Background: an optimization exercise with open tools, aiming at small area. Do not read the settings as production practice.
At most, simulation tests tie the RTL to the original design; equivalence was not proved.
Power is estimated from default activity; no workload was simulated.

// Digitales2_TopMod
module Digitales2_TopMod(
		input clk, rst,EN,
		input ps2d, ps2c,
		output correct,
		output [1:0] Alarma_Vent,
		output [7:0] Catodos,
		output [3:0] Anodos
    );
Size: roughly 400 cells after synthesis, ~66 flip-flops.
clock: 10.0 ns
lec_check: 0
abc_area: 1
cap_margin: 20
core_margin: 2
core_utilization: 40
cts_buf_list: sky130_fd_sc_hd__clkbuf_4
place_density: 0.6
slew_margin: 20
run.sh (not shown) runs the stock make flow with config.mk's settings and CLKGATE_MAP_FILE= SYNTH_SCRIPT=/design/flow/synth_recipe.tcl, a recipe that flattens the netlist after the stock synthesis.
==> next run, changes <==
==> flow/flow/run.sh (new file) <==
#!/bin/bash
set -euo pipefail
bash standard.sh \
  "ADDER_MAP_FILE=" \
  "BUFFER_PORTS_ARGS=-buffer_cell sky130_fd_sc_hd__buf_1" \
  "CTS_ARGS=-sink_clustering_enable -repair_clock_nets -dont_use_dummy_load -buf_list sky130_fd_sc_hd__clkbuf_4" \
  "RECOVER_POWER=100" \
  finish > flow_make.log 2>&1
==> flow/standard.sh (new file) <==
#!/bin/bash
# synth_recipe.tcl (not shown) runs the flow's synth.tcl, then flattens the netlist and writes it again
# the make line also repeats each setting of config.mk as NAME=value (left out here)
make -C /OpenROAD-flow-scripts/flow DESIGN_CONFIG=/design/flow/config.mk WORK_HOME=/design/flow/orfs CLKGATE_MAP_FILE= SYNTH_SCRIPT=/design/flow/synth_recipe.tcl "${@:-finish}"
--- a/flow/config.mk
+++ b/flow/config.mk
@@ -12 +11,0 @@
-export CTS_BUF_LIST = sky130_fd_sc_hd__clkbuf_4
removed: flow/run.sh
Now the flow produced a layout that fails on capacitance limit, slew limit.
Sequential power grows by about 2%.
Design area decreases by 10%.
Synthesized cell count goes down by 3.7%.
Count of clock-buffer cells in the layout stays the same.
Cell count falls by 4.7%.
Non-clock buffer count stays the same.
Worst setup slack got worse by 4.0 ps.
Via count decreases by 0.39%.
No functional check of the RTL was part of any run of this note.

========
## main
Digitales2_TopMod again, from the RTL that the note above started with.
Settings: LEC_CHECK=0, ABC_AREA=1, CAP_MARGIN=20, CORE_MARGIN=2, CORE_UTILIZATION=40, PLACE_DENSITY=0.6, SLEW_MARGIN=20; clock period 10.0 ns.
standard.sh (not shown) runs the stock make flow with config.mk's settings and CLKGATE_MAP_FILE= SYNTH_SCRIPT=/design/flow/synth_recipe.tcl, a recipe that flattens the netlist after the stock synthesis.
==> flow/flow/run.sh <==
#!/bin/bash
set -euo pipefail
bash standard.sh \
  "ADDER_MAP_FILE=" \
  "BUFFER_PORTS_ARGS=-buffer_cell sky130_fd_sc_hd__buf_1" \
  "CTS_ARGS=-sink_clustering_enable -repair_clock_nets -dont_use_dummy_load -buf_list sky130_fd_sc_hd__clkbuf_4" \
  finish > flow_make.log 2>&1
Input-level comparison between the feature branch and main:
==> flow/flow/run.sh <==
#!/bin/bash
set -euo pipefail
bash standard.sh \
  "ADDER_MAP_FILE=" \
  "BUFFER_PORTS_ARGS=-buffer_cell sky130_fd_sc_hd__buf_1" \
  "CTS_ARGS=-sink_clustering_enable -repair_clock_nets -dont_use_dummy_load -buf_list sky130_fd_sc_hd__clkbuf_8 -sink_clustering_size 25 -sink_clustering_max_diameter 200" \
  "RECOVER_POWER=100" \
  finish > flow_make.log 2>&1
### Flow results
The feature branch had finished all stages when the layout checks came back failing, citing capacitance limit, slew limit.
| post-CTS clock slew at the launch and capture registers of the worst setup and hold paths | higher: main |
Looking at the feature branch and main, the final standard cell area without fillers is a wash.
Delta (the feature branch minus main): register fraction of the total cell area essentially unchanged, critical path depth now smaller.
Compared with main, in the feature branch core utilization was more or less identical; global-route wire length before repair shows no meaningful change; global-route usage now sits at about the same level; final setup slack of the worst path shows a reduction of 0.34 ns; area of combinational cells with multiple inputs -4.2%.
No functional check of the RTL was part of any run of this note.

========
Digitales2_TopMod, a different RTL version from the one above (not shown whole).
Size: roughly 290 cells after synthesis, roughly 20 I/O pins.
clock: 10.0 ns
lec_check: 0
cap_margin: 20
core_margin: 2
core_utilization: 40
place_density: 0.6
slew_margin: 20
==> flow/flow/run.sh <==
#!/bin/bash
# Own layout flow: the standard layout (standard.sh), with
#  1. synthesis without half/full-adder cell extraction (ADDER_MAP_FILE empty);
#  2. the combinational logic of the synthesized netlist re-mapped by ABC for
#     area; every register cell, its name and its nets are kept, and
#     the new netlist is used only if a SAT proof shows it equal to the old one
#     with the registers cut (check_*.ys); ABC runs with four seeds and the
#     smallest proven netlist is used; without one the standard netlist is kept;
#  3. port buffers of sky130_fd_sc_hd__buf_1 (every port still gets one);
#  4. a clock tree of clkbuf_4 without dummy loads.
# Each tool writes its full output to its own log in this folder (flow_*.log),
# besides ORFS's own logs under orfs/logs.
set -euo pipefail
HERE=$(pwd)
F=$HERE/flow
R=$HERE/orfs/results/$FLOW_PLATFORM/Digitales2_TopMod/base
LIB=$FLOW_HOME/platforms/$FLOW_PLATFORM/lib/sky130_fd_sc_hd__tt_025C_1v80.lib
YOSYS=$FLOW_HOME/../tools/install/yosys/bin/yosys
[[ -x $YOSYS ]] || YOSYS=$(command -v yosys)

bash standard.sh "ADDER_MAP_FILE=" synth > flow_synth.log 2>&1

cp $R/1_2_yosys.v $HERE/netlist_std.v
SEQ=$(grep -o "sky130_fd_sc_hd__[a-z0-9_]*" $HERE/netlist_std.v | sort -u | grep -E "__(df|edf|sdf|dl|conb)" | tr '\n' ' ')
DU=$(cat $F/dont_use.txt)
# ABC runs with four random seeds in parallel; the smallest netlist that passes
# the equivalence proof is used.
remap() {  # remap SEED
  local S=$1
  printf 'strash\n&get -n\n&deepsyn -T 20 -S %s\n&put\ndch -f\namap\n' $S > $HERE/remap_$S.abc
  cat > $HERE/remap_$S.ys <<EOF
read_liberty -ignore_miss_func $LIB
blackbox $SEQ
read_verilog $HERE/netlist_std.v
hierarchy -top $FLOW_TOP
flatten
rename -hide w:*.*
opt -purge
abc -script $HERE/remap_$S.abc -liberty $LIB $DU
opt_clean -purge
hilomap -singleton -hicell sky130_fd_sc_hd__conb_1 HI -locell sky130_fd_sc_hd__conb_1 LO
insbuf -buf sky130_fd_sc_hd__buf_4 A X
opt_clean -purge
check -mapped
tee -o $HERE/remap_$S.area stat -liberty $LIB
write_verilog -noattr -nohex -nodec $HERE/netlist_remap_$S.v
EOF
  $YOSYS -s $HERE/remap_$S.ys > flow_remap_$S.log 2>&1 || return 1
  python3 $F/cutff.py $HERE/netlist_remap_$S.v $HERE/cut_remap_$S.v || return 1
  cat > $HERE/check_$S.ys <<EOF
read_liberty -ignore_miss_func $LIB
read_verilog $HERE/cut_std.v
rename $FLOW_TOP gold
read_verilog $HERE/cut_remap_$S.v
rename $FLOW_TOP gate
flatten gold gate
miter -equiv -flatten -make_outputs gold gate miter
hierarchy -top miter
sat -verify -prove trigger 0 miter
EOF
  $YOSYS -s $HERE/check_$S.ys > flow_check_$S.log 2>&1 || return 1
  grep "Chip area" $HERE/remap_$S.area | tail -1 | awk '{print $NF}' > $HERE/remap_$S.ok
}
use_remap=0
best=""
if python3 $F/cutff.py $HERE/netlist_std.v $HERE/cut_std.v; then
  for S in 0 1 2 3; do remap $S & done
  wait || true
  for S in 0 1 2 3; do
    if [[ -s $HERE/remap_$S.ok ]]; then echo "$(cat $HERE/remap_$S.ok) $S"; fi
  done > $HERE/remap_areas.txt
  best=$(sort -g $HERE/remap_areas.txt | head -1 | awk '{print $2}') || best=""
  [[ -n $best ]] && use_remap=1
fi
echo "use_remap=$use_remap seed=$best" > flow_choice.log
if [[ $use_remap == 1 ]]; then
  cp $HERE/netlist_remap_$best.v $R/1_2_yosys.v
  rm -f $R/1_synth.odb
fi

bash standard.sh "ADDER_MAP_FILE=" \
  "BUFFER_PORTS_ARGS=-buffer_cell sky130_fd_sc_hd__buf_1" \
  "CTS_ARGS=-sink_clustering_enable -repair_clock_nets -dont_use_dummy_load -buf_list sky130_fd_sc_hd__clkbuf_4 -sink_clustering_size 8 -sink_clustering_max_diameter 60" \
  finish > flow_finish.log 2>&1
Other scripts of this flow, unchanged in this note and not shown: flow/flow/cutff.py, flow/flow/dont_use.txt
The first run went through all stages and came out clean.
Rerun with:
--- a/flow/flow/run.sh
+++ b/flow/flow/run.sh
@@ -5,6 +5,6 @@
 #     area; every register cell, its name and its nets are kept, and
 #     the new netlist is used only if a SAT proof shows it equal to the old one
-#     with the registers cut (check_*.ys); ABC runs with four seeds and the
-#     smallest proven netlist is used; without one the standard netlist is kept;
+#     with the registers cut (check_*.ys); ABC runs eight times (seeds and limits)
+#     and the smallest proven netlist is used; without one the standard netlist is kept;
 #  3. port buffers of sky130_fd_sc_hd__buf_1 (every port still gets one);
 #  4. a clock tree of clkbuf_4 without dummy loads.
@@ -24,9 +24,13 @@
 SEQ=$(grep -o "sky130_fd_sc_hd__[a-z0-9_]*" $HERE/netlist_std.v | sort -u | grep -E "__(df|edf|sdf|dl|conb)" | tr '\n' ' ')
 DU=$(cat $F/dont_use.txt)
-# ABC runs with four random seeds in parallel; the smallest netlist that passes
-# the equivalence proof is used.
-remap() {  # remap SEED
+# ABC runs eight times, four at a time; the smallest netlist that passes the
+# equivalence proof is used.
+remap() {  # remap N: N 0-3 deepsyn for 30 s with seed N, N 4-7 deepsyn to 100 steps without gain
   local S=$1
-  printf 'strash\n&get -n\n&deepsyn -T 20 -S %s\n&put\ndch -f\namap\n' $S > $HERE/remap_$S.abc
+  if (( S < 4 )); then
+    printf 'strash\n&get -n\n&deepsyn -T 30 -S %s\n&put\ndch -f\namap\n' $S > $HERE/remap_$S.abc
+  else
+    printf 'strash\n&get -n\n&deepsyn -J 100 -S %s\n&put\ndch -f\namap\n' $((S - 4)) > $HERE/remap_$S.abc
+  fi
   cat > $HERE/remap_$S.ys <<EOF
 read_liberty -ignore_miss_func $LIB
@@ -67,5 +71,7 @@
   for S in 0 1 2 3; do remap $S & done
   wait || true
-  for S in 0 1 2 3; do
+  for S in 4 5 6 7; do remap $S & done
+  wait || true
+  for S in 0 1 2 3 4 5 6 7; do
     if [[ -s $HERE/remap_$S.ok ]]; then echo "$(cat $HERE/remap_$S.ok) $S"; fi
   done > $HERE/remap_areas.txt
After rerunning: The new run finished clean; area after synthesis stays the same; utilization does not change; critical path depth stays the same; global-route usage does not change; final cell count does not change; combinational power is about the same; via count is unchanged; power does not change.
Rerun with:
--- a/flow/flow/run.sh
+++ b/flow/flow/run.sh
@@ -26,11 +26,9 @@
 # ABC runs eight times, four at a time; the smallest netlist that passes the
 # equivalence proof is used.
-remap() {  # remap N: N 0-3 deepsyn for 30 s with seed N, N 4-7 deepsyn to 100 steps without gain
+remap() {  # remap N: deepsyn with seed N % 4 for 20 s (N 0-3) or 30 s (N 4-7)
   local S=$1
-  if (( S < 4 )); then
-    printf 'strash\n&get -n\n&deepsyn -T 30 -S %s\n&put\ndch -f\namap\n' $S > $HERE/remap_$S.abc
-  else
-    printf 'strash\n&get -n\n&deepsyn -J 100 -S %s\n&put\ndch -f\namap\n' $((S - 4)) > $HERE/remap_$S.abc
-  fi
+  local T=20
+  (( S < 4 )) || T=30
+  printf 'strash\n&get -n\n&deepsyn -T %s -S %s\n&put\ndch -f\namap\n' $T $((S % 4)) > $HERE/remap_$S.abc
   cat > $HERE/remap_$S.ys <<EOF
 read_liberty -ignore_miss_func $LIB
Outcome:
- core utilization shrinks by 0.35 points
- routed wire length came out lower by about 1.4%
- cell count came out lower by about 2%
- design area shrinks by about 0.8%
- total power stays flat

afterwards: timing with drivers on the ports:
The results above use ideal ports. As a check the final layouts listed here were re-extracted and re-timed, cells and wires unchanged. Step 1: set_driving_cell puts a clkbuf_16 on clk and a buf_2 on each other input, an assumption about the parent block. Step 2 adds t to the input delays and takes it off the output delays; t is the mean of the earliest and latest rising clock arrival at the registers after step 1. Input paths then give back, and output paths get back, about the clock's delay inside the block. Three values: ideal, step 1, step 2; two values: the first two.
run | t (ns) | setup WS [ns] | clock arrival spread, ns | pins driven straight from the clock port
the first run of note 1 | 0.434 | 5.520 / 5.491 / 5.925 | 0.014 / 0.015 | 1
the second run of note 1 | 0.407 | 5.516 / 5.523 / 5.115 | 0.033 / 0.033 | 1
main | 0.408 | 5.783 / 5.757 / 6.165 | 0.036 / 0.036 | 1
the feature branch | 0.352 | 5.444 / 5.454 / 5.102 | 0.022 / 0.021 | 1
the first run of note 3 | 0.405 | 5.555 / 5.526 / 5.932 | 0.031 / 0.031 | 1
the second run of note 3 | 0.405 | 5.555 / 5.526 / 5.932 | 0.031 / 0.031 | 1
the third run of note 3 | 0.405 | 5.911 / 5.885 / 6.290 | 0.031 / 0.032 | 1
For the second run of note 1, which loses most, drivers alone change the setup slack by +0.007 ns; drivers and shift together by -0.401 ns. Setup slack includes reset recovery checks.
